Source: an optimization exercise on an open RTL-to-GDS flow (aim: small area and a short achievable clock period). Production flows keep margins and buffers that such runs may drop.
Function was checked by simulation only, so behaviour that the tests miss may differ from the original.

### flow/flow/run.sh
#!/bin/bash
# Standard ORFS layout, except that after the standard synthesis the
# combinational logic between the registers is re-mapped by ABC for area
# (flip-flops, their names and cell types are kept as synthesis made them),
# the port buffers are buf_4 cells and timing repair aims at a 3.9 ns period
# (setup margin 5.6 ns at the design's 9.5 ns clock; the SDC is unchanged).
set -euo pipefail
RES=$PWD/orfs/results/$FLOW_PLATFORM/half_sigmoid/base
YOSYS=$FLOW_HOME/../tools/install/yosys/bin/yosys
bash standard.sh synth > synth.log 2>&1
cp $RES/1_2_yosys.v $RES/1_2_yosys_std.v
LIB=$FLOW_HOME/platforms/$FLOW_PLATFORM/lib/sky130_fd_sc_hd__tt_025C_1v80.lib \
IN=$RES/1_2_yosys_std.v OUT=$RES/1_2_yosys.v TOP=$FLOW_TOP \
  $YOSYS -c flow/remap.tcl > remap.log 2>&1
bash standard.sh finish BUFFER_PORTS_ARGS="-buffer_cell sky130_fd_sc_hd__buf_4" SETUP_SLACK_MARGIN=5.6 > standard.log 2>&1
### flow/flow/abc.constr
set_driving_cell sky130_fd_sc_hd__buf_1
set_load 5
### flow/flow/remap.tcl
yosys -import
set lib $::env(LIB)
set dont {}
foreach c {probe_p_8 probec_p_8} { lappend dont -dont_use sky130_fd_sc_hd__$c }
lappend dont -dont_use {sky130_fd_sc_hd__lpflow_*} -dont_use {sky130_fd_sc_hd__fill_*}
read_liberty -ignore_miss_func $lib
read_verilog $::env(IN)
hierarchy -top $::env(TOP)
set seq {}
foreach m [split [string trim [tee -q -s result.string select -list-mod =A:liberty_cell]] "\n"] { }
# keep flip-flops and tie cells as cells
foreach c [split [exec grep -o {sky130_fd_sc_hd__\(df\|conb\|dl\|sdf\|ed\)[a-z0-9_]*} $::env(IN) | sort -u] "\n"] {
  if {$c ne ""} { setattr -mod -set keep_hierarchy 1 $c; lappend seq $c }
}
flatten
opt_clean
abc -liberty $lib {*}$dont -script "+strash;dch,-f;map,-D,1800;topo;buffer;upsize;dnsize" -constr flow/abc.constr
opt_clean -purge
foreach c $seq { blackbox $c }
hierarchy -top $::env(TOP)
hilomap -singleton -hicell sky130_fd_sc_hd__conb_1 HI -locell sky130_fd_sc_hd__conb_1 LO
splitnets
opt_clean -purge
tee -o $::env(OUT).stat stat -liberty $lib
write_verilog -noattr -noexpr -nohex -nodec $::env(OUT)
### flow/standard.sh
#!/bin/bash
# synth_recipe.tcl (not shown) runs the flow's synth.tcl, then flattens the netlist and writes it again
# the make line also repeats each setting of config.mk as NAME=value (left out here)
make -C /OpenROAD-flow-scripts/flow DESIGN_CONFIG=/design/flow/config.mk WORK_HOME=/design/flow/orfs CLKGATE_MAP_FILE= SYNTH_SCRIPT=/design/flow/synth_recipe.tcl "${@:-finish}"
### flow/config.mk
export PLATFORM = sky130hd
export DESIGN_NAME = half_sigmoid
export DESIGN_NICKNAME = half_sigmoid
export VERILOG_FILES = /design/flow/design.v
export SDC_FILE = /design/flow/constraint.sdc
export NUM_CORES = 8
export LEC_CHECK = 0
export ABC_AREA = 1
export CAP_MARGIN = 20
export CORE_MARGIN = 2
export CORE_UTILIZATION = 40
export GPL_TIMING_DRIVEN = 0
export SETUP_SLACK_MARGIN = 5
export SLEW_MARGIN = 20
### flow/constraint.sdc
create_clock -name core_clock -period 9.5 [get_ports {clk}]
set_input_delay 1.9000 -clock core_clock [delete_from_list [all_inputs] [get_ports {clk}]]
set_output_delay 1.9000 -clock core_clock [all_outputs]
set_load 0.01 [all_outputs]
### flow/design.v
module recip_pl(input [9:0] m, output [11:0] a, output [5:0] s, output corr);
localparam [1535:0] TA = 1536'h40440840c41041441841c42142542942d43243643b43f44444844d45245645b46046546946e47347947e48248748d49249749d4a24a74ad4b24b84bd4c34c94cf4d44da4e04e64ec4f24f84fe50550b51151851e52552c53253954054754e55555c56356b5725795815895905985a05a85b05b85c05c95d15d95e25eb5f45fd60660f61862162b63463e64865265c66667067b68569069b6a66b16bc6c86d36df6eb6f770370f71c72973674375075e76b7797877967a47b37c27d17e07f0800;
localparam [767:0] TS = 768'h41041040e39440e39039339439350e4d454e38e61838e5d55585d56156155db7176186186175dc6d77176dd69b71d75d71b79e69e79e79e79e79e99e79e9269a69a68e7927a2aaa89ea9eab2eb2cbaebb0c30bb0d37df5e35df8f7bf7efbdfbe;
localparam [1023:0] TC = 1024'ha0000400a000008000a000a00004a0000004a0a8a80909a8a004040009040008000800040101000000000000400000004000400041000000000000000000000000010000000000000006000000000606060400200600000002020040124000020202002a000a000000000004040400090004000100400100400000;
wire [6:0] h = m[9:3];
assign s = TS[h*6 +: 6];
assign a = TA[h*12 +: 12];
assign corr = TC[m];
endmodule
module half_sigmoid(
input rstn,
input clk,
input in_valid,
input [15:0] a,
output out_valid,
output [15:0] c
);
localparam DROWS = 2;                           
localparam DSTG  = (10 + DROWS - 1) / DROWS;    
localparam LAT   = 8 + DSTG;                    
reg [LAT:0] vpipe;
always @(posedge clk)
  if (!rstn) vpipe <= 0;
  else       vpipe <= {vpipe[LAT-1:0], in_valid};
assign out_valid = vpipe[LAT];
wire [4:0] E_i   = a[14:10];
wire       clp_i = (E_i > 5'd17);
reg  [9:0] M_0; reg [4:0] E_0; reg s_0, sp_0;
always @(posedge clk) begin
  M_0  <= clp_i ? 10'd0 : a[9:0];
  E_0  <= clp_i ? 5'd18 : E_i;
  s_0  <= a[15];
  sp_0 <= (a[15:1] == 15'h0200);
end
wire        ez_a = (E_0 == 5'd0);
wire [21:0] N_a  = {11'b0, 1'b1, M_0};
wire [21:0] t_a  = (N_a << 10) + (N_a << 9) - (N_a << 6) + (N_a << 2) + N_a;
wire        t21  = t_a[21];
wire [10:0] ym_a = ez_a ? 11'd0 : (t21 ? t_a[21:11] : t_a[20:10]);
reg [10:0] ym_1; reg [4:0] E_1; reg t21_1, sy_1, sp_1;
always @(posedge clk) begin
  ym_1 <= ym_a; E_1 <= E_0; t21_1 <= t21 & ~ez_a; sy_1 <= ~s_0; sp_1 <= sp_0;
end
wire [4:0]  ey_b  = E_1 + {4'b0, t21_1};
wire        big_b = ey_b >= 5'd14;                 
wire [2:0]  ysh_b = ey_b[2:0] - 3'd6;              
wire [14:0] Y_b   = {4'b0, ym_1} << ysh_b;         
wire [3:0]  ip_b  = Y_b[14:11] + {3'b0, Y_b[10]};
wire [10:0] Fa_b  = Y_b[10] ? (11'd0 - Y_b[10:0]) : Y_b[10:0];
reg  [3:0]  lz_b;
integer ib;
always @* begin
  lz_b = 4'd11;
  for (ib = 0; ib < 11; ib = ib + 1)
    if (Fa_b[ib]) lz_b = 4'd10 - ib[3:0];
end
wire [10:0] Fn_b  = Fa_b << lz_b;
wire [10:0] fm_b  = big_b ? Fn_b : ym_1;
wire [4:0]  fe_b  = big_b ? (5'd14 - {1'b0, lz_b}) : ey_b;
wire        fs_b  = sy_1 ^ (big_b & Y_b[10]);
wire [4:0]  ipv_b = big_b ? (sy_1 ? (5'd0 - {1'b0, ip_b}) : {1'b0, ip_b}) : 5'd0;
wire [12:0] z_b = big_b ? {Fa_b, 2'b00} :
                  (ey_b == 5'd13) ? {1'b0, ym_1, 1'b0} :
                  (ey_b == 5'd12) ? {2'b0, ym_1} : 13'd0;
wire u1 = z_b >= 13'd1824, u2 = z_b >= 13'd2580, u3 = z_b >= 13'd3160,
     u4 = z_b >= 13'd3648, u5 = z_b >= 13'd4078;
wire v1  = z_b >= 13'd1074, v2  = z_b >= 13'd1518, v3  = z_b >= 13'd1859,
     v4  = z_b >= 13'd2148, v5  = z_b >= 13'd2400, v6  = z_b >= 13'd2630,
     v7  = z_b >= 13'd2840, v8  = z_b >= 13'd3036, v9  = z_b >= 13'd3220,
     v10 = z_b >= 13'd3394, v11 = z_b >= 13'd3560, v12 = z_b >= 13'd3718,
     v13 = z_b >= 13'd3870, v14 = z_b >= 13'd4016;
wire [3:0] k_b = {v8, (v4 & ~v8) | v12,
                  (v2 & ~v4) | (v6 & ~v8) | (v10 & ~v12) | v14,
                  (v1 & ~v2) | (v3 & ~v4) | (v5 & ~v6) | (v7 & ~v8) |
                  (v9 & ~v10) | (v11 & ~v12) | (v13 & ~v14)};
wire [2:0] w_b = {u3, (u1 & ~u3) | u5, ~u1 | (u2 & ~u3) | (u4 & ~u5)};
reg [10:0] fm_2; reg [4:0] fe_2; reg fs_2; reg [4:0] ipv_2; reg [3:0] k_2; reg [2:0] w_2;
always @(posedge clk) begin
  fm_2 <= fm_b; fe_2 <= fe_b; fs_2 <= fs_b; ipv_2 <= sp_1 ? 5'b10000 : ipv_b;    
  k_2 <= k_b; w_2 <= w_b;
end
wire [21:0] F_c  = {11'b0, fm_2};
wire [21:0] x0 = F_c << 10, x1 = F_c << 9, x2 = ~(F_c << 5), x3 = F_c << 3,
            x4 = w_2[2] ? (F_c << 2) : 22'd0, x5 = w_2[1] ? (F_c << 1) : 22'd0,
            x6 = w_2[0] ? F_c : 22'd0;
wire [21:0] s0 = x0 ^ x1 ^ x2,  c0 = {(x0 & x1) | (x0 & x2) | (x1 & x2), 1'b0};
wire [21:0] s1 = x3 ^ x4 ^ x5,  c1 = {(x3 & x4) | (x3 & x5) | (x4 & x5), 1'b0};
wire [21:0] s2 = s0 ^ c0 ^ s1,  c2 = {(s0 & c0) | (s0 & s1) | (c0 & s1), 1'b0};
wire [21:0] s3 = c1 ^ x6 ^ 22'd1, c3 = {(c1 & x6) | (c1 & 22'd1) | (x6 & 22'd1), 1'b0};
wire [21:0] s4 = s2 ^ c2 ^ s3,  c4 = {(s2 & c2) | (s2 & s3) | (c2 & s3), 1'b0};
wire [21:0] s5 = s4 ^ c4 ^ c3,  c5 = {(s4 & c4) | (s4 & c3) | (c4 & c3), 1'b0};
wire [21:0] tp_c = s5 + c5;
wire        tp21 = tp_c[21];
wire [4:0] fe10_c = fe_2 + 5'd10;
wire [4:0] shA_c  = (fe10_c < 5'd16) ? 5'd9 : (5'd25 - fe10_c);
wire [4:0] shB_c  = (fe10_c < 5'd15) ? 5'd9 : (5'd24 - fe10_c);
reg [11:0] tpt_4; reg [3:0] shA_4, shB_4, f15_4; reg tp21_4; reg [3:0] k_4; reg fs_4; reg [4:0] ipv_4;
always @(posedge clk) begin
  tpt_4 <= tp_c[21:10]; shA_4 <= shA_c[3:0]; shB_4 <= shB_c[3:0]; f15_4 <= 4'd15 - fe_2[3:0];
  tp21_4 <= tp21; k_4 <= k_2; fs_4 <= fs_2; ipv_4 <= ipv_2;
end
wire [10:0] mp_4   = tp21_4 ? tpt_4[11:1] : tpt_4[10:0];
wire [3:0]  sh_e   = tp21_4 ? shB_4 : shA_4;       
wire [10:0] pint_e = mp_4 >> sh_e;
wire [10:0] msk_e  = ~(11'h7ff << sh_e);
wire        stk_e  = |(mp_4 & msk_e);
wire [12:0] q3_e   = {(11'd1092 + {7'b0, k_4}), 2'b00};
wire [12:0] n_e    = fs_4 ? (q3_e + {2'b0, pint_e}) : (q3_e + {2'b11, ~pint_e} + {12'b0, ~stk_e});
wire        e27_e  = n_e[12];
wire [10:0] Mq_e   = e27_e ? n_e[12:2] : n_e[11:1];
reg [10:0] drem [0:DSTG];
reg [9:0]  dden [0:DSTG];     
reg [11:0] dq   [0:DSTG];
reg [3:0]  dS   [0:DSTG];
reg        dt21, de27;
reg        dfs  [0:DSTG];
reg [4:0]  dipv [0:DSTG];
always @(posedge clk) begin
  drem[0] <= mp_4; dden[0] <= Mq_e[9:0]; dq[0] <= 12'd0; dS[0] <= f15_4; dt21 <= tp21_4; de27 <= e27_e;
  dfs[0] <= fs_4; dipv[0] <= ipv_4;
end
genvar gs;
generate for (gs = 0; gs < DSTG; gs = gs + 1) begin : dstage
  reg [10:0] rem_o; reg [11:0] q_o;
  reg [11:0] r2, df; reg ge;
  integer rr, bit_i;
  always @* begin
    rem_o = drem[gs]; q_o = dq[gs];
    for (rr = 0; rr < DROWS; rr = rr + 1) begin
      bit_i = 11 - (gs*DROWS + rr);
      if (bit_i >= 2) begin
        if (bit_i == 11) r2 = {1'b0, rem_o};
        else             r2 = {rem_o, 1'b0};
        df = {1'b0, r2[10:0]} - {2'b01, dden[gs]};
        ge = r2[11] | ~df[11];
        q_o[bit_i] = ge;
        rem_o = ge ? df[10:0] : r2[10:0];
      end
    end
  end
  always @(posedge clk) begin
    drem[gs+1] <= rem_o; dq[gs+1] <= q_o; dden[gs+1] <= dden[gs];
    dS[gs+1] <= (gs == 0) ? (dS[gs] + {3'b0, de27} - {3'b0, dt21}) : dS[gs]; dfs[gs+1] <= dfs[gs]; dipv[gs+1] <= dipv[gs];
  end
end endgenerate
wire [11:0] q12_f = {dq[DSTG][11:2], 2'b00};
wire        bq_f  = q12_f[11];
wire [3:0]  S_f   = dS[DSTG];                      
wire [10:0] Qs_f  = q12_f >> S_f;
wire [11:0] low_f = q12_f & ~(12'hfff << S_f);
wire [12:0] r2s_f = bq_f ? {1'b0, drem[DSTG], 1'b0} : {drem[DSTG], 2'b00};
wire        stl_f = r2s_f >= {2'b01, dden[DSTG]};
wire        dstk_f = (|low_f) | stl_f;
wire [11:0] X_f = !dfs[DSTG] ? (12'd2048 + {1'b0, Qs_f[10:1], 1'b0}) :
                               (12'd2048 - {1'b0, Qs_f} - {11'b0, dstk_f});
wire [4:0] ipv_f = dipv[DSTG];
wire       pos_f = ~ipv_f[4] & (ipv_f != 5'd0);
wire       zr_f  = (ipv_f == 5'd0);
wire [4:0] sa_f  = pos_f ? (5'd12 - ipv_f) : (5'd1 - ipv_f);
reg [11:0] X_6; reg pos_6, zr_6; reg [3:0] sa_6; reg sp_6;
always @(posedge clk) begin
  X_6 <= X_f; pos_6 <= pos_f; zr_6 <= zr_f; sa_6 <= sa_f[3:0] | {4{sa_f[4]}}; sp_6 <= (ipv_f == 5'b10000);
end
wire [11:0] Xs_g = X_6 >> sa_6;                      
wire [13:0] S_g  = {1'b0, X_6, 1'b0} + (14'd1 << sa_6);  
reg  [9:0]  p1m_g; reg [4:0] ce_g;                    
always @* begin
  if (!pos_6) begin
    if (zr_6 && X_6[11]) begin p1m_g = {1'b0, X_6[10:2]}; ce_g = 5'd13; end
    else                 begin p1m_g = Xs_g[9:0];         ce_g = 5'd14; end
  end else begin
    if (S_g[13])      begin p1m_g = S_g[12:3]; ce_g = 5'd1 + {1'b0, sa_6}; end
    else if (S_g[12]) begin p1m_g = S_g[11:2]; ce_g = 5'd2 + {1'b0, sa_6}; end
    else              begin p1m_g = S_g[10:1]; ce_g = 5'd3 + {1'b0, sa_6}; end
  end
end
reg [9:0] p1m_7; reg [4:0] ce_7; reg sp_7;
always @(posedge clk) begin
  p1m_7 <= p1m_g; ce_7 <= ce_g; sp_7 <= sp_6;
end
wire [11:0] ra_h; wire [5:0] rs_h; wire rc_h;
recip_pl u_rcp(.m(p1m_7), .a(ra_h), .s(rs_h), .corr(rc_h));
reg [11:0] ra_8; reg [5:0] rs_8; reg [2:0] rl_8; reg rc_8; reg [4:0] ce_8; reg sp_8;
always @(posedge clk) begin
  ra_8 <= ra_h; rs_8 <= rs_h; rl_8 <= p1m_7[2:0]; rc_8 <= rc_h; ce_8 <= ce_7; sp_8 <= sp_7;
end
wire [8:0]  sl_i = rs_8 * rl_8 + 9'd16;
wire [11:0] r_i  = ra_8 - {8'b0, sl_i[8:5]} - {11'b0, rc_8};
reg [15:0] c_r;
always @(posedge clk) c_r <= sp_8 ? 16'hf801 : {1'b0, ce_8 + {4'b0, r_i[11]}, r_i[9:0]};
assign c = c_r;
endmodule
==> results of run 1 <==
-- cell type report --
class                           count  area, µm²  area share, %
Multi-Input combinational cell   3326      17100           55.4
Inverter                          553       2080           6.75
Tap cell                          931       1160           3.78
Sequential cell                   410       8210           26.7
Clock inverter                     24        289          0.939
Buffer                             86        458           1.49
Timing Repair Buffer               37        278          0.902
Clock buffer                       57       1260           4.10
-- layer usage --
metal  part of all wire [%]  vias up  track usage [%]
li1                       -    14900                -
met1                     46    12800             26.9
met2                     46      752             35.8
met3                    5.5      170             3.00
met4                    3.1        2             7.41
met5                  0.017        -                0
-- registers in the layout, indices dropped and copies added, names as in the netlist, 6 cells and up --
name / flops
X_6: 12
dfs: 6
ym_1: 11
dS: 24
M_0: 10
c_r: 16
fm_2: 11
tpt_4: 12
dipv: 30
rs_8: 6
p1m_7: 10
dq: 30
dden: 60
drem: 66
vpipe: 14
ra_8: 12
-- through the flow --
| step | util, % | instance area [µm²] |
|---|---|---|
| 2_1_floorplan | - | 27700 |
| 3_3_place_gp | 42.5 | 29200 |
| 3_5_place_dp | 42.5 | 29200 |
| 4_1_cts | 44.8 | 30700 |
| 5_1_grt | 44.9 | 30800 |
| 6_report | 44.9 | 30800 |
-- path summary, 6_finish.rpt --
| path | from | cells after the start | to | slack [ns] |
|---|---|---|---|---|
| worst max-delay path | p1m_7[4]$_DFF_P_ | 10 | ra_8[3]$_DFF_P_ | 5.67 |
| worst min-delay path | dS[2][3]$_DFF_P_ | 0 | dS[3][3]$_DFF_P_ | 0.30 |
| worst max register to register | p1m_7[4]$_DFF_P_ | 10 | ra_8[3]$_DFF_P_ | 5.67 |
| worst min register to register | dS[2][3]$_DFF_P_ | 0 | dS[3][3]$_DFF_P_ | 0.30 |
-- repair_timing --
item / in CTS / in global routing
buffers inserted: 0 / 2
endpoints found under the setup margin: 0 / 12
gates resized for setup: 0 / 22
-- worst reg2reg max path: cells and delay by family (launching register included) --
| family | cells | cell delay (ns) |
|---|---|---|
| AO/OA/AOI/OAI | 3 | 0.66 |
| buffers and inverters | 2 | 0.74 |
| flip-flops | 1 | 0.31 |
| AND/OR/NAND/NOR | 5 | 1.93 |
==> results.txt, run 1 <==
Initial Utilization=40.4%; critical path type=flop to flop; Clock Path Buffers=3; Setup Viol. Count Final=0; total negative slack=0 ns; DR vias/cell=5.28; Mapped Cells=4375; Avg Cell Area, Syn=6.34 µm²; skew final=0.0333 ns; slack of the critical path=5.67 ns; Die Wd=267 µm; Post-Place Setup Slack=5.85 ns; WP data required=9.89 ns; total number of H-tree levels=2; Crit path top cell by count=nor2_1; filler cell count=7277; share of the clock period used by the worst path=40.3%; pin count of the biggest net entering global routing=14; synthesized area=27700 µm²; slew margin rel.=28.3%; Detailed Route WL=76.3 mm; gr ovfl total=0; Core ar.=68600 µm²; Slew @ Worst Pin=1.05 ns; CTS tree=yes; Max Cap Viol=0; post-DP HPWL=59.4 mm; buffers and inverters on the worst path=2; Antenna Nets Post-Route=0; initial antenna violation count=1; YS warnings=7; status=timing/DRC/antenna clean; fin. max-slew vios=0; hold crit path type=flop to flop; FP Rows=96; crit end category=flop; clk sinks=410; Clock Pin Slew Worst Setup and Hold Paths=0.06 ns; GP Congestion=0.994; Hold-fix buffers, CTS=0; hold_ws=0.302 ns; CP peak stage delay=0.67 ns; most common cell after layout, fill and taps aside=nand2_1; first-pass GRT wire length=126 mm; vias in the first global route=26.2k; Placed Cells=5341; Fin. Hold Viols=0; IO buf count=35; Starting DRT DRC Count=2323; IO Pins=36; CTS buffer count=46; crit path DAT=4.22 ns; critical-path cell list=clkbuf_1 > inv_1 > nor2_1 > nor2_1 > nor2_1 > nor2_1 > nand2_1 > a31oi_1 > o311ai_0 > o211ai_1; Clock Latency Late Sink=0.61 ns; vias post-DR=28.6k; most frequent cells in the layout=1080 x nand2_1, 536 x inv_1, 488 x nor2_1; Pre-antenna DRT Iters=6; CTS Root Cell=clkbuf_16; fin cells=5424; Max Clock Freq=0.261 GHz; die area=71500 µm²; Final min period=3.83 ns; CP Max Fanout=9; share of cells above drive strength 1=6.72%; crit path launch type=flop; drt drc=0; syn nets=4394; GR Util All Layers=21.0%; Worst path slowest cell=nor2_1; wire length per cell=14.1 µm; Die Ht=267 µm; Layout area overhead=11.0%; Crit path max-delay family=simple AND/OR/NAND/NOR gates; RSZ-0062 raised after global routing=yes; Ant. Diodes=0; nets=4479
==> run 2, diff against run 1 <==
--- a/flow/flow/remap.tcl
+++ b/flow/flow/remap.tcl
@@ -16,3 +16,3 @@
 opt_clean
-abc -liberty $lib {*}$dont -script "+strash;dch,-f;map,-D,1800;topo;buffer;upsize;dnsize" -constr flow/abc.constr
+abc -liberty $lib {*}$dont -script "+strash;dc2;dch,-f;map,-D,2200;topo;buffer;upsize;dnsize" -constr flow/abc.constr
 opt_clean -purge
==> results.txt, run 2 <==
status=timing/DRC/antenna clean; nets=4003 (-11%); most common cell after layout, fill and taps aside=nand2_1; syn nets=3889 (-11%); vias post-DR=24.7k (-14%); number of flip-flops in the largest register=66 (unchanged); skew final=0.0342 ns (+0.000837 ns); R2R Setup Slk=5.65 ns (-0.02 ns); synthesized area=25400 µm² (-8.4%); CTS Root Cell=clkbuf_16; initial antenna violation count=0 (-1); Layout area overhead=14.7%; Core ar.=63000 µm² (-8.2%); met1 Use GR=24.3% (-2.6 points); fin. max-slew vios=0 (unchanged); Die Wd=256 µm (-4.2%); wire length per cell=13.6 µm (-3.4%); Antenna Nets Post-Route=0 (unchanged); critical-path cell list=clkbuf_1 > nor2_1 > nor2_1 > inv_1 > nor2_1 > nor2_1 > nand2_1 > a21oi_1 > a2111oi_0 > o311ai_0; total negative slack=0 ns (unchanged); CP Max Fanout=8 (-1); CP peak stage delay=0.99 ns (+0.32 ns); Slew @ Worst Pin=1.25 ns (+0.198 ns); drt drc=0 (unchanged); WP data required=9.88 ns (about the same); Avg Cell Area, Syn=6.57 µm² (+3.6%); crit end category=flop; FP Rows=92 (-4.2%); Max Clock Freq=0.260 GHz (-0.63%); post-DP HPWL=50.5 mm (-15%); CTS buffer count=47 (+2.2%); Starting DRT DRC Count=1516 (-35%); die area=65600 µm² (-8.2%); Largest regs=drem x66, dden x60; filler cell count=6543 (-10%); Initial Utilization=40.4% (-0.076 points); FF/Latch Area=8240 µm² (+0.32%); RSZ-0062 raised after global routing=yes; pin count of the biggest net entering global routing=14 (unchanged); first-pass GRT wire length=109 mm (-14%); Clock Latency Late Sink=0.60 ns (about the same); Clock Path Buffers=3 (unchanged); gr busiest metal=met2; hold_ws=0.303 ns (+0.000906 ns); vias in the first global route=22.8k (-13%); crit path launch type=flop; Worst Setup SP=p1m_7[4]$_DFF_P_; DR vias/cell=5.08 (-3.7%); Worst path slowest cell=a2111oi_0; gr ovfl total=0 (unchanged); clk sinks=410 (unchanged); YS warnings=7 (unchanged); Setup Viol. Count Final=0 (unchanged); Final min period=3.85 ns (+0.0244 ns); critical path type=flop to flop; GR Util All Layers=19.5% (-1.5 points); Fin. Hold Viols=0 (unchanged); total number of H-tree levels=2 (unchanged); share of the clock period used by the worst path=40.5% (+0.26 points); Pre-antenna DRT Iters=7 (+1); slew margin rel.=14.8% (-14 points); Crit path max-delay family=simple AND/OR/NAND/NOR gates; Max Cap Viol=0 (unchanged); Biggest register=drem; most frequent cells in the layout=866 x nand2_1, 529 x nor2_1, 481 x inv_1; crit path DAT=4.23 ns (about the same); GR Util met3=2.26% (-0.74 points); Die Ht=256 µm (-4.2%); Mapped Cells=3870 (-12%); area of the multi-input gates=15500 µm² (-9.1%); CTS tree=yes; GRT met2 Usage=34.0% (-1.8 points); Detailed Route WL=66.2 mm (-13%); hold crit path type=flop to flop; Crit path top cell by count=nor2_1; buffers and inverters on the worst path=2 (unchanged); Worst R2R Start=p1m_7[4]$_DFF_P_; Hold Crit Start=dS[4][2]$_DFF_P_; fin util=46.3% (+1.4 points); Ant. Diodes=0 (unchanged); Clock Pin Slew Worst Setup and Hold Paths=0.06 ns (about the same); GP Congestion=1.00 (+0.87%); IO Pins=36 (unchanged); share of cells above drive strength 1=12.0% (+5.3 points); IO buf count=35 (unchanged)
-- run 2: final cells by class --
class / count / area share (%)
multi-input combinational: 2872 / 53.2
sequential: 410 / 28.2
inverter: 510 / 6.61
clock buffer: 63 / 4.45
tap: 846 / 3.63
timing repair buffer: 64 / 1.66
buffer: 79 / 1.54
clock inverter: 22 / 0.712
-- run 2: what timing repair did --
action                                  4_1_cts  5_1_grt
resized for setup                            11      205
cloned                                        0        3
hold buffers                                  0        0
endpoints found under the setup margin       12      118
setup buffers                                 1       26
pin swaps                                     1       25
-- run 2: path summary, 6_finish.rpt --
| check | end | cells past startpoint |
|---|---|---|
| max reg2reg | ra_8[3]$_DFF_P_ | 10 |
| max | ra_8[3]$_DFF_P_ | 10 |
| min | dS[5][2]$_DFF_P_ | 0 |
| min reg2reg | dS[5][2]$_DFF_P_ | 0 |
-- run 2: metrics by stage --
| step | std cells | instance area, µm² | worst slack [ns] |
|---|---|---|---|
| 2_1_floorplan | 3870 | 25400 | 6.28 |
| 3_3_place_gp | 4751 | 26700 | 5.40 |
| 3_5_place_dp | 4751 | 26700 | 5.45 |
| 4_1_cts | 4837 | 28300 | 5.55 |
| 5_1_grt | 4866 | 29200 | 5.51 |
| 6_report | 4866 | 29200 | 5.65 |
-- run 2: per-layer routing --
layer  up-vias  part of all wire [%]
met1     11000                    44
met5         -                     0
met4         0                   3.7
met3       175                   4.8
met2       602                    47
li1      12900                     -
==> run 3, diff against run 2 <==
--- a/flow/flow/remap.tcl
+++ b/flow/flow/remap.tcl
@@ -16,3 +16,3 @@
 opt_clean
-abc -liberty $lib {*}$dont -script "+strash;dc2;dch,-f;map,-D,2200;topo;buffer;upsize;dnsize" -constr flow/abc.constr
+abc -liberty $lib {*}$dont -script "+strash;dch,-f;map,-D,2200;topo;buffer;upsize;dnsize" -constr flow/abc.constr
 opt_clean -purge
==> results.txt, run 3 <==
slew margin rel.=34.1% (+19 points); syn nets=4124 (+6.0%); clk sinks=410 (unchanged); Initial Utilization=40.5% (+0.11 points); CP peak stage delay=0.45 ns (-0.54 ns); total negative slack=0 ns (unchanged); Avg Cell Area, Syn=6.51 µm² (-0.94%); Ant. Diodes=0 (unchanged); total number of H-tree levels=2 (unchanged); Placed Cells=5004 (+5.3%); critical-path cell list=nand2_1 > nor2_2 > or2_0 > buf_4 > nand3_1 > nand2_1 > inv_1 > o21ai_2 > inv_2 > o21ai_1 > xor2_1 > a21boi_2 > inv_1 > nor2_1 > a311oi_1 > o21ai_1 > a21oi_1 > nor2_1 > o41ai_1; Hold-fix buffers, CTS=0 (unchanged); crit end category=flop; CTS buffer count=45 (-4.3%); RSZ-0062 raised after global routing=yes; gr ovfl total=0 (unchanged); status=timing/DRC/antenna clean; CP Max Fanout=9 (+1); Largest regs=drem x66, dden x60; Final min period=3.64 ns (-0.211 ns); Endpoint, Worst Hold=dipv[5][3]$_DFF_P_; Biggest register=drem; Worst Hold Path Cells=0 (unchanged); crit path DAT=4.09 ns (-0.14 ns); pin count of the biggest net entering global routing=15 (+1); nets=4215 (+5.3%); Clock Latency Late Sink=0.58 ns (-0.02 ns); IO Pins=36 (unchanged); Hold Crit Start=dipv[4][3]$_DFF_P_; post-DP HPWL=53.2 mm (+5.4%); vias post-DR=26.4k (+6.7%); GP Congestion=1.02 (+2.0%); Die Wd=262 µm (+2.5%); most common cell after layout, fill and taps aside=nand2_1; GR Util All Layers=19.6% (+0.083 points); fin util=45.4% (-0.90 points); Worst Reg2Reg Path Length in Cells=19 (+9); Core ar.=66000 µm² (+4.8%); Max Clock Freq=0.275 GHz (+5.8%); Die Ht=262 µm (+2.5%); WP data required=9.95 ns (+0.07 ns); Fin. Hold Viols=0 (unchanged); most frequent cells in the layout=933 x nand2_1, 568 x nor2_1, 510 x inv_1; hold crit path type=flop to flop; buffers and inverters on the worst path=4 (+2); crit path launch type=flop; hold_ws=0.299 ns (-0.00422 ns); DR vias/cell=5.17 (+1.8%); R2R Setup Slk=5.86 ns (+0.21 ns); drt drc=0 (unchanged); first-pass GRT wire length=116 mm (+6.4%); wire length per cell=13.5 µm (-0.51%); Worst path slowest cell=xor2_1; Mapped Cells=4105 (+6.1%); Setup Viol. Count Final=0 (unchanged); fin. max-slew vios=0 (unchanged); Layout area overhead=12.2%; synthesized area=26700 µm² (+5.1%); Clock Pin Slew Worst Setup and Hold Paths=0.06 ns (about the same); share of the clock period used by the worst path=38.3% (-2.2 points); number of flip-flops in the largest register=66 (unchanged); Pre-antenna DRT Iters=7 (unchanged); Worst R2R Start=E_1[0]$_DFF_P_; YS warnings=7 (unchanged); FP Rows=94 (+2.2%); die area=68900 µm² (+5.0%); RR Endpoint=w_2[0]$_DFF_P_; share of cells above drive strength 1=9.90% (-2.1 points); fin cells=5097 (+4.7%); Max Cap Viol=0 (unchanged); vias in the first global route=24.3k (+6.6%); critical path type=flop to flop; Starting DRT DRC Count=1957 (+29%); CTS tree=yes; Antenna Nets Post-Route=0 (unchanged); initial antenna violation count=0 (unchanged); Slew @ Worst Pin=0.985 ns (-0.261 ns); Clock Path Buffers=3 (unchanged); IO buf count=35 (unchanged); Crit path max-delay family=compound AO/OA/AOI/OAI gates; skew final=0.0279 ns (-0.00631 ns); Detailed Route WL=69.0 mm (+4.2%); CTS Root Cell=clkbuf_16
run 3: cell types whose count changed in the layout (fill, tap and decap cells not counted), moves of 14 or more:
cell	change
buf_4	-22
dfxtp_1	+15
dfxtp_2	-15
inv_1	+29
inv_2	+14
nand2_1	+67
nand3_1	+58
nand4_1	+34
nor2_1	+39
o211ai_1	+15
xnor2_1	-20
run 3: cell type report:
cell class | count | area (µm²)
Fill cell | 6815 | 36000
Multi-Input combinational cell | 3061 | 16200
Sequential cell | 410 | 8220
Inverter | 554 | 2090
Clock buffer | 61 | 1280
Tap cell | 864 | 1080
Buffer | 80 | 439
Timing Repair Buffer | 44 | 343
Clock inverter | 23 | 332
run 3: worst reg2reg max path: cells and delay by family (launching register included):
kind            cells  cell delay [ns]
compound gates      7             1.44
xor+xnor            1             0.45
buf+inv             4             0.53
flops               1             0.33
simple gates        7             0.76
run 3: repair_timing:
item / in CTS / in global routing
endpoints found under the setup margin: 0 / 48
resized for setup: 0 / 64
setup buffers: 0 / 9
run 3: per-layer routing:
metal	up-vias	GRT usage, %	share of wire (%)
met5	-	0	0
met4	0	6.77	3.2
li1	13700	-	-
met2	722	33.6	46
met3	172	2.67	5.7
met1	11800	25.2	45
run 3: worst max-delay path by stage:
stage	start	endpoint	slack [ns]	depth (start not counted)
6_report	E_1[0]$_DFF_P_	w_2[0]$_DFF_P_	5.86	19
5_1_grt	E_1[0]$_DFF_P_	w_2[0]$_DFF_P_	5.51	21
4_1_cts	E_1[0]$_DFF_P_	w_2[0]$_DFF_P_	5.68	21
3_5_place_dp	w_2[1]$_DFF_P_	tpt_4[11]$_DFF_P_	5.77	17
3_3_place_gp	p1m_7[4]$_DFF_P_	ra_8[3]$_DFF_P_	5.65	10
2_1_floorplan	dden[0][1]$_DFF_P_	drem[1][1]$_DFF_P_	6.53	20
run 3: through the flow:
step                      setup WS, ns  cell area, µm²
after global placement            5.65           28100
after global routing              5.51           30000
final                             5.86           30000
after detailed placement          5.77           28100
after CTS                         5.68           29700
after floorplan                   6.53           26700
==> run 4, diff against run 3 <==
--- a/flow/flow/remap.tcl
+++ b/flow/flow/remap.tcl
@@ -16,3 +16,3 @@
 opt_clean
-abc -liberty $lib {*}$dont -script "+strash;dch,-f;map,-D,2200;topo;buffer;upsize;dnsize" -constr flow/abc.constr
+abc -liberty $lib {*}$dont -script "+strash;dch,-f;map,-D,2200;topo;buffer;upsize;dnsize;strash;dch,-f;map,-D,2200;topo;buffer;upsize;dnsize" -constr flow/abc.constr
 opt_clean -purge
==> results.txt, run 4 <==
pin count of the biggest net entering global routing=16 (+1); Core ar.=64300 µm² (-2.5%); share of the clock period used by the worst path=38.4% (+0.066 points); syn nets=4055 (-1.7%); R2R Setup Slk=5.85 ns (about the same); total negative slack=0 ns (unchanged); DR vias/cell=5.19 (+0.22%); Worst Reg2Reg Path Length in Cells=17 (-2); Final min period=3.65 ns (+0.00630 ns); crit end category=flop; Max Clock Freq=0.274 GHz (-0.17%); FP Rows=93 (-1.1%); WP data required=9.95 ns (about the same); wire length per cell=13.9 µm (+2.5%); Pre-antenna DRT Iters=6 (-1); number of flip-flops in the largest register=66 (unchanged); drt drc=0 (unchanged); post-DP HPWL=53.9 mm (+1.3%); Die Wd=259 µm (-1.4%); vias post-DR=26.0k (-1.3%); Avg Cell Area, Syn=6.43 µm² (-1.1%); GP Congestion=0.981 (-4.1%); most frequent cells in the layout=911 x nand2_1, 543 x nor2_1, 495 x inv_1; Mapped Cells=4036 (-1.7%); Initial Utilization=40.3% (-0.14 points); total number of H-tree levels=2 (unchanged); fin. max-slew vios=0 (unchanged); CP Max Fanout=10 (+1); Critical path destination=k_2[0]$_DFF_P_; hold crit path type=flop to flop; most common cell after layout, fill and taps aside=nand2_1; Clock Path Buffers=3 (unchanged); Biggest register=drem; Clock Pin Slew Worst Setup and Hold Paths=0.06 ns (about the same); Largest regs=drem x66, dden x60; slew margin rel.=31.2% (-2.9 points); GR Util All Layers=20.3% (+0.74 points); IO buf count=35 (unchanged); Clock Latency Late Sink=0.59 ns (about the same); CTS Root Cell=clkbuf_16; share of cells above drive strength 1=9.12% (-0.78 points); Ant. Diodes=0 (unchanged); Worst path slowest cell=a21oi_1; critical path type=flop to flop; crit path launch type=flop; crit path DAT=4.10 ns (about the same); synthesized area=26000 µm² (-2.8%); Crit path top cell by count=nand2_1; IO Pins=36 (unchanged); RSZ-0062 raised after global routing=yes; nets=4151 (-1.5%); first-pass GRT wire length=115 mm (-0.59%); CTS tree=yes; Crit path max-delay family=simple AND/OR/NAND/NOR gates; Slew @ Worst Pin=1.03 ns (+0.0438 ns); critical-path cell list=nand2_2 > inv_2 > nor2_1 > nor2_4 > buf_2 > nand2_1 > o211ai_1 > inv_1 > clkbuf_1 > nand2_1 > o22ai_1 > a21oi_1 > nand2_1 > nor2_1 > nand2_1 > a32oi_1 > nand4_1; die area=67000 µm² (-2.8%); clk sinks=410 (unchanged); Layout area overhead=12.9%; status=timing/DRC/antenna clean; CP peak stage delay=0.41 ns (-0.04 ns); Die Ht=259 µm (-1.4%); WP depth=17 (-2); CTS buffer count=45 (unchanged); Antenna Nets Post-Route=0 (unchanged); buffers and inverters on the worst path=4 (unchanged); gr ovfl total=0 (unchanged); Worst Setup SP=E_1[0]$_DFF_P_; Setup Viol. Count Final=0 (unchanged); hold_ws=0.310 ns (+0.0110 ns); RR Endpoint=k_2[0]$_DFF_P_; Fin. Hold Viols=0 (unchanged); Max Cap Viol=0 (unchanged); YS warnings=7 (unchanged); Detailed Route WL=69.6 mm (+0.97%); skew final=0.0267 ns (-0.00122 ns); vias in the first global route=24.0k (-1.5%); initial antenna violation count=0 (unchanged); Starting DRT DRC Count=1763 (-9.9%); Worst R2R Start=E_1[0]$_DFF_P_
[run 4: layout make-up]
type                       instances  area, µm²
sequential                       410       8220
clock buffer                      56       1250
inverter                         525       1980
buffer                            76        425
clock inverter                    25        335
multi-input combinational       3025      15700
timing repair buffer              49        368
fill                            6748      35000
tap                              855       1070
[run 4: worst min-delay path by stage]
stage	startpoint	endpoint	slack (ns)	cells after the start
floorplan	ce_7[0]$_DFF_P_	ce_8[0]$_DFF_P_	0.31	0
global placement	dipv[4][0]$_DFF_P_	dipv[5][0]$_DFF_P_	0.31	0
detailed placement	dfs[0]$_DFF_P_	dfs[1]$_DFF_P_	0.31	0
CTS	dS[1][3]$_DFF_P_	dS[2][3]$_DFF_P_	0.31	0
global route	dS[1][3]$_DFF_P_	dS[2][3]$_DFF_P_	0.32	0
finish	dS[1][3]$_DFF_P_	dS[2][3]$_DFF_P_	0.31	0
[run 4: metal layers]
metal | GRT usage, % | wire (µm) | up-vias
met5 | 0 | 0 | -
met4 | 8.09 | 2380 | 0
met3 | 2.95 | 3730 | 170
met2 | 35.3 | 32700 | 710
met1 | 25.2 | 30800 | 11600
li1 | - | - | 13600
[run 4: stage by stage]
| step | instance area (µm²) | setup slack (ns) | std cells | utilization [%] |
|---|---|---|---|---|
| 5_1_grt | 29300 | 5.57 | 5021 | 45.5 |
| 6_report | 29300 | 5.85 | 5021 | 45.5 |
| 4_1_cts | 28900 | 5.64 | 5007 | 44.9 |
| 3_5_place_dp | 27300 | 5.64 | 4926 | 42.4 |
| 3_3_place_gp | 27300 | 5.57 | 4926 | 42.4 |
| 2_1_floorplan | 26000 | 6.53 | 4036 | - |
[run 4: what timing repair did]
action	CTS	global route
hold buffers	0	0
setup buffers	0	14
gates resized for setup	1	91
endpoints found under the hold margin	0	0
setup endpoints to repair	1	102
pin swaps	0	9
[run 4: worst register-to-register path: cells and delay by family, from the launching register on]
kind                   cells  cell delay (ns)
flip-flops                 1             0.34
AO/OA/AOI/OAI              4             1.05
AND/OR/NAND/NOR            9             1.34
buffers and inverters      4             0.78
==> run 5, diff against run 4 <==
--- a/flow/flow/remap.tcl
+++ b/flow/flow/remap.tcl
@@ -16,3 +16,3 @@
 opt_clean
-abc -liberty $lib {*}$dont -script "+strash;dch,-f;map,-D,2200;topo;buffer;upsize;dnsize;strash;dch,-f;map,-D,2200;topo;buffer;upsize;dnsize" -constr flow/abc.constr
+abc -liberty $lib {*}$dont -script "+strash;dch,-f;map,-D,2200;topo;buffer;upsize;dnsize;strash;dch,-f;map,-D,2200;topo;buffer;upsize;dnsize;strash;dch,-f;map,-D,2200;topo;buffer;upsize;dnsize;strash;dch,-f;map,-D,2200;topo;buffer;upsize;dnsize;strash;dch,-f;map,-D,2200;topo;buffer;upsize;dnsize;strash;dch,-f;map,-D,2200;topo;buffer;upsize;dnsize" -constr flow/abc.constr
 opt_clean -purge
==> results.txt, run 5 <==
status=timing/DRC/antenna clean; WP data required=9.98 ns (+0.03 ns); GR Util All Layers=20.1% (-0.20 points); filler cell count=6752 (+0.059%); R2R Setup Slk=5.81 ns (-0.04 ns); Fin. Hold Viols=0 (unchanged); Ant. Diodes=0 (unchanged); Initial Utilization=40.2% (-0.13 points); IO Pins=36 (unchanged); synthesized area=25800 µm² (-0.68%); clk sinks=410 (unchanged); total negative slack=0 ns (unchanged); Worst R2R Start=p1m_7[4]$_DFF_P_; Endpoint, Worst Hold=dq[5][10]$_DFF_P_; vias post-DR=25.2k (-3.2%); crit path launch type=flop; drt drc=0 (unchanged); Slew @ Worst Pin=1.11 ns (+0.0807 ns); Avg Cell Area, Syn=6.52 µm² (+1.3%); critical path type=flop to flop; Hold-fix buffers, CTS=0 (unchanged); Worst Hold Path Cells=0 (unchanged); Largest regs=drem x66, dden x60; top routing layer used=met4; CTS buffer count=46 (+2.2%); Worst Reg2Reg Path Length in Cells=11 (-6); Clock Pin Slew Worst Setup and Hold Paths=0.06 ns (about the same); Layout area overhead=11.8%; DR vias/cell=5.10 (-1.6%); Mapped Cells=3957 (-2.0%); final design area excluding fillers=28800 µm² (-1.6%); FP Rows=93 (unchanged); Setup Viol. Count Final=0 (unchanged); syn nets=3976 (-1.9%); share of the clock period used by the worst path=38.8% (+0.45 points); GP Congestion=0.994 (+1.4%); number of flip-flops in the largest register=66 (unchanged); first-pass GRT wire length=113 mm (-1.5%); IO buf count=35 (unchanged); fin. max-slew vios=0 (unchanged); fin cells=4939 (-1.6%); Max Cap Viol=0 (unchanged); Die Ht=258 µm (-0.33%); post-DP HPWL=53.0 mm (-1.8%); share of cells above drive strength 1=9.11% (-0.013 points); Antenna Nets Post-Route=0 (unchanged); WL met1=30.3 mm (-1.6%); CP Max Fanout=10 (unchanged); skew final=0.0401 ns (+0.0135 ns); Detailed Route WL=67.6 mm (-2.9%); DR WL met2=31.6 mm (-3.3%); placed cell areas=27100 µm² (-0.65%); Core ar.=64100 µm² (-0.36%); die area=66500 µm² (-0.67%); Pre-antenna DRT Iters=6 (unchanged); Clock Path Buffers=3 (unchanged); crit path DAT=4.17 ns (+0.07 ns); Hold Crit Start=dq[4][10]$_DFF_P_; Placed Cells=4847 (-1.6%); Starting DRT DRC Count=1861 (+5.6%); area of the multi-input gates=15200 µm² (-2.6%); CTS Root Cell=clkbuf_16; most common cell after layout, fill and taps aside=nand2_1; FF/Latch Area=8210 µm² (-0.14%); Die Wd=258 µm (-0.33%); YS warnings=7 (unchanged); initial antenna violation count=0 (unchanged); hold crit path type=flop to flop; Final min period=3.69 ns (+0.0427 ns); crit end category=flop; nets=4067 (-2.0%); vias in the first global route=23.6k (-1.6%); gr ovfl total=0 (unchanged); slew margin rel.=25.8% (-5.4 points); fin util=45.0% (-0.55 points); pin count of the biggest net entering global routing=16 (unchanged); RSZ-0062 raised after global routing=yes; Biggest register=drem; routed wl met3=3.44 mm (-7.8%); most frequent cells in the layout=927 x nand2_1, 501 x nor2_1, 499 x inv_1; RR Endpoint=ra_8[0]$_DFF_P_; Clock Latency Late Sink=0.60 ns (about the same); CTS tree=yes; total number of H-tree levels=2 (unchanged); Max Clock Freq=0.271 GHz (-1.2%); wire length per cell=13.7 µm (-1.2%)
==> run 5: stage by stage <==
stage | hold slack, ns | setup slack [ns]
6_report | 0.289 | 5.81
5_1_grt | 0.295 | 5.54
4_1_cts | 0.290 | 5.82
3_5_place_dp | 0.312 | 5.90
3_3_place_gp | 0.310 | 5.87
2_1_floorplan | 0.310 | 6.63
==> run 5: repair_timing <==
item,4_1_cts,5_1_grt
setup buffers,0,8
gates resized for setup,0,15
endpoints found under the setup margin,0,20
endpoints found under the hold margin,0,0
==> run 5: cell type report <==
class | count | area share, %
Clock inverter | 29 | 1.19
Timing Repair Buffer | 43 | 1.16
Inverter | 534 | 6.95
Clock buffer | 55 | 4.28
Sequential cell | 410 | 28.5
Buffer | 70 | 1.36
Multi-Input combinational cell | 2943 | 52.9
Tap cell | 855 | 3.71
==> run 5: worst max-delay path by stage <==
stage / from / end / depth (start not counted)
final: p1m_7[4]$_DFF_P_ / ra_8[0]$_DFF_P_ / 11
after global routing: fm_2[8]$_DFF_P_ / tpt_4[11]$_DFF_P_ / 21
after CTS: w_2[2]$_DFF_P_ / tpt_4[11]$_DFF_P_ / 19
after detailed placement: w_2[2]$_DFF_P_ / tpt_4[11]$_DFF_P_ / 19
after global placement: p1m_7[4]$_DFF_P_ / ra_8[0]$_DFF_P_ / 11
after floorplan: dden[4][1]$_DFF_P_ / drem[5][1]$_DFF_P_ / 24
==> run 5: critical path, cell delays in order (launching register included) <==
cell and delay [ns]:
dfxtp_1 0.30, clkbuf_1 0.47, clkinv_1 0.45, nor2_1 0.82, inv_1 0.20, nor2_1 0.43, inv_1 0.09, a31oi_1 0.22
o21ai_0 0.13, a31oi_1 0.16, nor3_1 0.07, a31o_2 0.23
==> run 5: routing by layer <==
| metal | vias up | GRT usage [%] |
|---|---|---|
| li1 | 13200 | - |
| met1 | 11200 | 25.1 |
| met2 | 652 | 35.0 |
| met3 | 140 | 2.97 |
| met4 | 0 | 7.32 |
| met5 | - | 0 |
==> run 6, diff against run 5 <==
--- a/flow/flow/run.sh
+++ b/flow/flow/run.sh
@@ -4,4 +4,4 @@
 # (flip-flops, their names and cell types are kept as synthesis made them),
-# the port buffers are buf_4 cells and timing repair aims at a 3.9 ns period
-# (setup margin 5.6 ns at the design's 9.5 ns clock; the SDC is unchanged).
+# the port buffers are buf_4 cells and timing repair aims at a 3.8 ns period
+# (setup margin 5.7 ns at the design's 9.5 ns clock; the SDC is unchanged).
 set -euo pipefail
@@ -14,2 +14,2 @@
   $YOSYS -c flow/remap.tcl > remap.log 2>&1
-bash standard.sh finish BUFFER_PORTS_ARGS="-buffer_cell sky130_fd_sc_hd__buf_4" SETUP_SLACK_MARGIN=5.6 > standard.log 2>&1
+bash standard.sh finish BUFFER_PORTS_ARGS="-buffer_cell sky130_fd_sc_hd__buf_4" SETUP_SLACK_MARGIN=5.7 > standard.log 2>&1
--- a/flow/flow/remap.tcl
+++ b/flow/flow/remap.tcl
@@ -16,3 +16,3 @@
 opt_clean
-abc -liberty $lib {*}$dont -script "+strash;dch,-f;map,-D,2200;topo;buffer;upsize;dnsize;strash;dch,-f;map,-D,2200;topo;buffer;upsize;dnsize;strash;dch,-f;map,-D,2200;topo;buffer;upsize;dnsize;strash;dch,-f;map,-D,2200;topo;buffer;upsize;dnsize;strash;dch,-f;map,-D,2200;topo;buffer;upsize;dnsize;strash;dch,-f;map,-D,2200;topo;buffer;upsize;dnsize" -constr flow/abc.constr
+abc -liberty $lib {*}$dont -script "+strash;dch,-f;map,-D,2500;topo;buffer;upsize;dnsize" -constr flow/abc.constr
 opt_clean -purge
==> results.txt, run 6 <==
status=timing/DRC/antenna clean; Fin. Hold Viols=0 (unchanged); CP Max Fanout=10 (unchanged); crit end category=flop; IO Pins=36 (unchanged); most frequent cells in the layout=820 x nand2_1, 612 x nor2_1, 545 x inv_1; clk sinks=410 (unchanged); YS warnings=7 (unchanged); Crit path top cell by count=o21ai_2; Layout area overhead=22.4%; CTS tree=yes; most common cell after layout, fill and taps aside=nand2_1; vias in the first global route=23.4k (-0.76%); FP Rows=92 (-1.1%); vias post-DR=26.3k (+4.2%); Biggest register=drem; Largest regs=drem x66, dden x60; Starting DRT DRC Count=1724 (-7.4%); pin count of the biggest net entering global routing=15 (-1); Pre-antenna DRT Iters=9 (+3); CTS buffer count=46 (unchanged); WP data required=10.01 ns (+0.03 ns); Clock Pin Slew Worst Setup and Hold Paths=0.06 ns (about the same); RSZ-0062 raised after global routing=yes; Worst Setup SP=dden[4][0]$_DFF_P_; post-DP HPWL=51.9 mm (-2.0%); Ant. Diodes=0 (unchanged); Setup Viol. Count Final=0 (unchanged); total negative slack=0 ns (unchanged); CP peak stage delay=0.35 ns (-0.47 ns); Detailed Route WL=70.4 mm (+4.1%); fin. max-slew vios=0 (unchanged); critical-path cell list=o21ai_2 > nand2_1 > o21a_1 > nor2_2 > o21ai_2 > a21boi_2 > nor2_2 > a21oi_2 > o211ai_2 > o21ai_2 > nand3_4 > nand3_4 > buf_6 > nand3_1 > o21ai_1 > xor2_1 > o21ai_0 > o21ai_4 > a21oi_4 > buf_6 > o21ai_2; Mapped Cells=4017 (+1.5%); crit path launch type=flop; first-pass GRT wire length=111 mm (-1.9%); Clock Path Buffers=3 (unchanged); filler cell count=6328 (-6.3%); Antenna Nets Post-Route=0 (unchanged); critical path type=flop to flop; GP Congestion=1.01 (+1.6%); total number of H-tree levels=2 (unchanged); CTS Root Cell=clkbuf_16; initial antenna violation count=0 (unchanged); hold crit path type=flop to flop; drt drc=0 (unchanged); Hold Crit Start=f15_4[3]$_DFF_P_; wire length per cell=13.8 µm (+0.45%); syn nets=4036 (+1.5%); gr ovfl total=0 (unchanged); Worst path slowest cell=dfxtp_4; crit path DAT=4.36 ns (+0.19 ns); Die Ht=257 µm (-0.31%); Slew @ Worst Pin=0.939 ns (-0.170 ns); Worst R2R Start=dden[4][0]$_DFF_P_; IO buf count=35 (unchanged); Core ar.=63200 µm² (-1.4%); Max Clock Freq=0.260 GHz (-4.1%); Die Wd=257 µm (-0.31%); Post-Place Setup Slack=5.08 ns (-0.817 ns); die area=66100 µm² (-0.61%); synthesized area=25600 µm² (-0.62%); Avg Cell Area, Syn=6.38 µm² (-2.1%); DR vias/cell=5.13 (+0.52%); Clock Latency Late Sink=0.59 ns (about the same); slew margin rel.=37.2% (+11 points); skew final=0.0290 ns (-0.0111 ns); slack of the critical path=5.65 ns (-0.156 ns); Max Cap Viol=0 (unchanged); nets=4255 (+4.6%); GR Util All Layers=19.8% (-0.31 points); share of cells above drive strength 1=16.5% (+7.4 points); Final min period=3.85 ns (+0.156 ns); share of the clock period used by the worst path=40.5% (+1.6 points); Initial Utilization=40.5% (+0.33 points); number of flip-flops in the largest register=66 (unchanged)
==> run 6: metal layers <==
layer / part of all wire [%] / GRT usage (%) / routed length (µm)
met2: 47 / 34.0 / 33200
met4: 3.7 / 7.72 / 2630
met5: 0 / 0 / 0
met1: 44 / 25.1 / 31000
met3: 5.1 / 2.62 / 3610
==> run 6: critical path, delay by kind of cell, from the launching register on <==
family | cells | cell delay (ns)
XOR/XNOR | 1 | 0.25
AND/OR/NAND/NOR | 6 | 0.73
flip-flops | 1 | 0.35
buffers and inverters | 2 | 0.37
AO/OA/AOI/OAI | 12 | 2.07
==> run 6: final cells by class <==
cell class                      instances  area (µm²)  share of cell area [%]
Tap cell                              846        1060                    3.37
Buffer                                 72         447                    1.42
Timing Repair Buffer                  168        1330                    4.22
Clock inverter                         33         546                    1.74
Multi-Input combinational cell       2953       16300                    51.8
Inverter                              585        2230                    7.09
Clock buffer                           53        1230                    3.92
Sequential cell                       410        8290                    26.4
==> run 6: per-stage QoR <==
step | util, % | area (µm²) | cells | hold slack (ns)
floorplan | - | 25600 | 4017 | 0.310
global placement | 42.6 | 26900 | 4898 | 0.310
detailed placement | 42.6 | 26900 | 4898 | 0.312
CTS | 46.0 | 29000 | 4995 | 0.316
global route | 49.6 | 31400 | 5120 | 0.327
finish | 49.6 | 31400 | 5120 | 0.313
==> run 6: path summary, 6_finish.rpt <==
| kind | endpoint | slack, ns | depth (start not counted) |
|---|---|---|---|
| setup / recovery | drem[5][5]$_DFF_P_ | 5.65 | 21 |
| setup reg to reg | drem[5][5]$_DFF_P_ | 5.65 | 21 |
| hold reg to reg | dS[0][3]$_DFF_P_ | 0.31 | 0 |
| hold / removal | dS[0][3]$_DFF_P_ | 0.31 | 0 |
==> run 6: timing repair <==
item / CTS / global route
hold buffers: 0 / 0
endpoints found under the setup margin: 98 / 137
gates resized for setup: 77 / 452
cloned: 0 / 12
pin swaps: 13 / 130
setup buffers: 11 / 113
==> run 7, diff against run 6 <==
--- a/flow/flow/run.sh
+++ b/flow/flow/run.sh
@@ -4,4 +4,4 @@
 # (flip-flops, their names and cell types are kept as synthesis made them),
-# the port buffers are buf_4 cells and timing repair aims at a 3.8 ns period
-# (setup margin 5.7 ns at the design's 9.5 ns clock; the SDC is unchanged).
+# the port buffers are buf_4 cells and timing repair aims at a 3.7 ns period
+# (setup margin 5.8 ns at the design's 9.5 ns clock; the SDC is unchanged).
 set -euo pipefail
@@ -14,2 +14,2 @@
   $YOSYS -c flow/remap.tcl > remap.log 2>&1
-bash standard.sh finish BUFFER_PORTS_ARGS="-buffer_cell sky130_fd_sc_hd__buf_4" SETUP_SLACK_MARGIN=5.7 > standard.log 2>&1
+bash standard.sh finish BUFFER_PORTS_ARGS="-buffer_cell sky130_fd_sc_hd__buf_4" SETUP_SLACK_MARGIN=5.8 > standard.log 2>&1
==> results.txt, run 7 <==
status=timing/DRC/antenna clean; hold_ws=0.312 ns (-0.000744 ns); Worst Reg2Reg Path Length in Cells=24 (+14%); number of flip-flops in the largest register=66 (unchanged); skew final=0.0269 ns (-0.00206 ns); Ant. Diodes=0 (unchanged); Hold-fix buffers, CTS=0 (unchanged); filler cell count=6281 (-0.74%); CP Max Fanout=6 (-4); drt drc=0 (unchanged); total number of H-tree levels=2 (unchanged); final design area excluding fillers=31800 µm² (+1.4%); Die Wd=257 µm (unchanged); fin. max-slew vios=0 (unchanged); CTS tree=yes; IO Pins=36 (unchanged); most frequent cells in the layout=815 x nand2_1, 608 x nor2_1, 539 x inv_1; CTS Root Cell=clkbuf_16; total negative slack=0 ns (unchanged); Setup Viol. Count Final=0 (unchanged); IO buf count=35 (unchanged); Starting DRT DRC Count=1746 (+1.3%); GP Congestion=1.01 (unchanged); crit path DAT=4.23 ns (-0.13 ns); Die Ht=257 µm (unchanged); critical path type=flop to flop; most common cell after layout, fill and taps aside=nand2_1; crit end category=flop; gr ovfl total=0 (unchanged); CTS buffer count=46 (unchanged); wire length per cell=13.8 µm (+0.65%); die area=66100 µm² (unchanged); Fin. Hold Viols=0 (unchanged); YS warnings=7 (unchanged); RSZ-0062 raised after global routing=yes; Hold Crit Start=f15_4[3]$_DFF_P_; Clock Path Buffers=3 (unchanged); Endpoint, Worst Hold=dS[0][3]$_DFF_P_; hold crit path type=flop to flop; post-DP HPWL=51.9 mm (unchanged); slew margin rel.=33.1% (-4.1 points); RR Endpoint=drem[5][5]$_DFF_P_; initial antenna violation count=0 (unchanged); pin count of the biggest net entering global routing=15 (unchanged); Final min period=3.76 ns (-0.0828 ns); nets=4290 (+0.82%); share of cells above drive strength 1=18.1% (+1.6 points); Largest regs=drem x66, dden x60; crit path launch type=flop; WP data required=9.97 ns (-0.04 ns); placed cell areas=26900 µm² (unchanged); Mapped Cells=4017 (unchanged); DR vias/cell=5.11 (-0.39%); Clock Pin Slew Worst Setup and Hold Paths=0.06 ns (about the same); clk sinks=410 (unchanged); GR Util All Layers=20.0% (+0.25 points); Worst Hold Path Cells=0 (unchanged); Detailed Route WL=71.4 mm (+1.3%); Slew @ Worst Pin=1.00 ns (+0.0608 ns); vias post-DR=26.3k (+0.29%); FP Rows=92 (unchanged); Layout area overhead=24.2%; R2R Setup Slk=5.74 ns (+0.08 ns); Antenna Nets Post-Route=0 (unchanged); syn nets=4036 (unchanged); synthesized area=25600 µm² (unchanged); vias in the first global route=23.7k (+1.1%); Initial Utilization=40.5% (unchanged); Worst R2R Start=drem[4][1]$_DFF_P_; Max Cap Viol=0 (unchanged); Core ar.=63200 µm² (unchanged); Pre-antenna DRT Iters=6 (-3); first-pass GRT wire length=112 mm (+1.3%); Clock Latency Late Sink=0.59 ns (about the same); Avg Cell Area, Syn=6.38 µm² (unchanged); Max Clock Freq=0.266 GHz (+2.2%); Biggest register=drem; share of the clock period used by the worst path=39.6% (-0.87 points)
-- run 7: what timing repair did --
item,in CTS,in global routing
setup endpoints to repair,119,143
gates cloned,5,7
pin swaps,42,143
gates resized for setup,143,450
buffers inserted,40,119
-- run 7: how the worst max path moves through the flow --
| stage | from | to | cells after the start |
|---|---|---|---|
| floorplan | dden[0][2]$_DFF_P_ | drem[1][1]$_DFF_P_ | 25 |
| global placement | E_1[0]$_DFF_P_ | fe_2[3]$_DFF_P_ | 24 |
| detailed placement | E_1[0]$_DFF_P_ | fe_2[3]$_DFF_P_ | 24 |
| CTS | E_1[0]$_DFF_P_ | fe_2[3]$_DFF_P_ | 23 |
| global route | drem[4][1]$_DFF_P_ | drem[5][5]$_DFF_P_ | 21 |
| finish | drem[4][1]$_DFF_P_ | drem[5][5]$_DFF_P_ | 24 |
-- run 7: routing by layer --
layer  global-route usage, %  up-vias  wire [µm]
met3                    2.56      203       3410
met5                       0        -          0
met2                    34.5      684      33900
met4                    7.90        0       2690
li1                        -    13500          -
met1                    25.4    11900      31400
-- run 7: worst max-delay path, cell delays in order (launching register included) --
cell,delay [ns]
dfxtp_2,0.34
inv_2,0.07
nand2_1,0.07
nand2_2,0.08
o21a_1,0.16
nor2_2,0.06
o21ai_2,0.18
a21boi_2,0.09
nor2_2,0.15
a21oi_2,0.09
o211ai_2,0.22
o21ai_2,0.11
nand3_2,0.11
nand3_4,0.12
buf_6,0.17
o21ai_4,0.21
xor2_2,0.20
nand2_1,0.11
nand4_1,0.14
nand3_2,0.13
a31oi_4,0.25
o21ai_4,0.13
a21oi_4,0.24
buf_6,0.17
o21ai_2,0.07
-- run 7: layout make-up --
cell class                      count  area (µm²)  share of cell area [%]
Inverter                          585        2220                    6.98
Tap cell                          846        1060                    3.33
Clock inverter                     33         546                    1.71
Clock buffer                       53        1230                    3.86
Sequential cell                   410        8320                    26.2
Buffer                             72         470                    1.48
Timing Repair Buffer              204        1610                    5.05
Multi-Input combinational cell   2952       16400                    51.4
-- run 7: metrics by stage --
step                setup slack (ns)  std cells  util (%)
CTS                             5.71       5029      46.7
global route                    5.49       5155      50.3
finish                          5.74       5155      50.3
floorplan                       6.17       4017         -
global placement                5.03       4898      42.6
detailed placement              5.08       4898      42.6

## what the ideal ports hide
In the flow no input, the clock included, has a driving cell. The finished layouts below were timed again as built, in two steps. Step 1 sets driving cells, clkbuf_16 on the clock port and buf_2 on the other inputs (assumed; they add their load-dependent delay and slew). Step 2 times the ports against the registers' clock, not the clock port: input delays grow and output delays shrink by t, the midpoint of the rising clock arrivals with the driver on. Slacks: ideal / step 1 / step 2; pairs: ideal / step 1.
run	t, ns	slack for setup (ns)	pins driven straight from the clock port
run 1	0.646	5.673 / 5.673 / 5.673	1
run 2	0.640	5.649 / 5.649 / 5.649	1
run 3	0.627	5.860 / 5.860 / 5.860	1
run 4	0.635	5.854 / 5.854 / 5.854	1
run 5	0.643	5.811 / 5.811 / 5.811	1
run 6	0.639	5.655 / 5.655 / 5.655	1
run 7	0.637	5.738 / 5.738 / 5.738	1
After both steps every run listed still meets setup and hold.
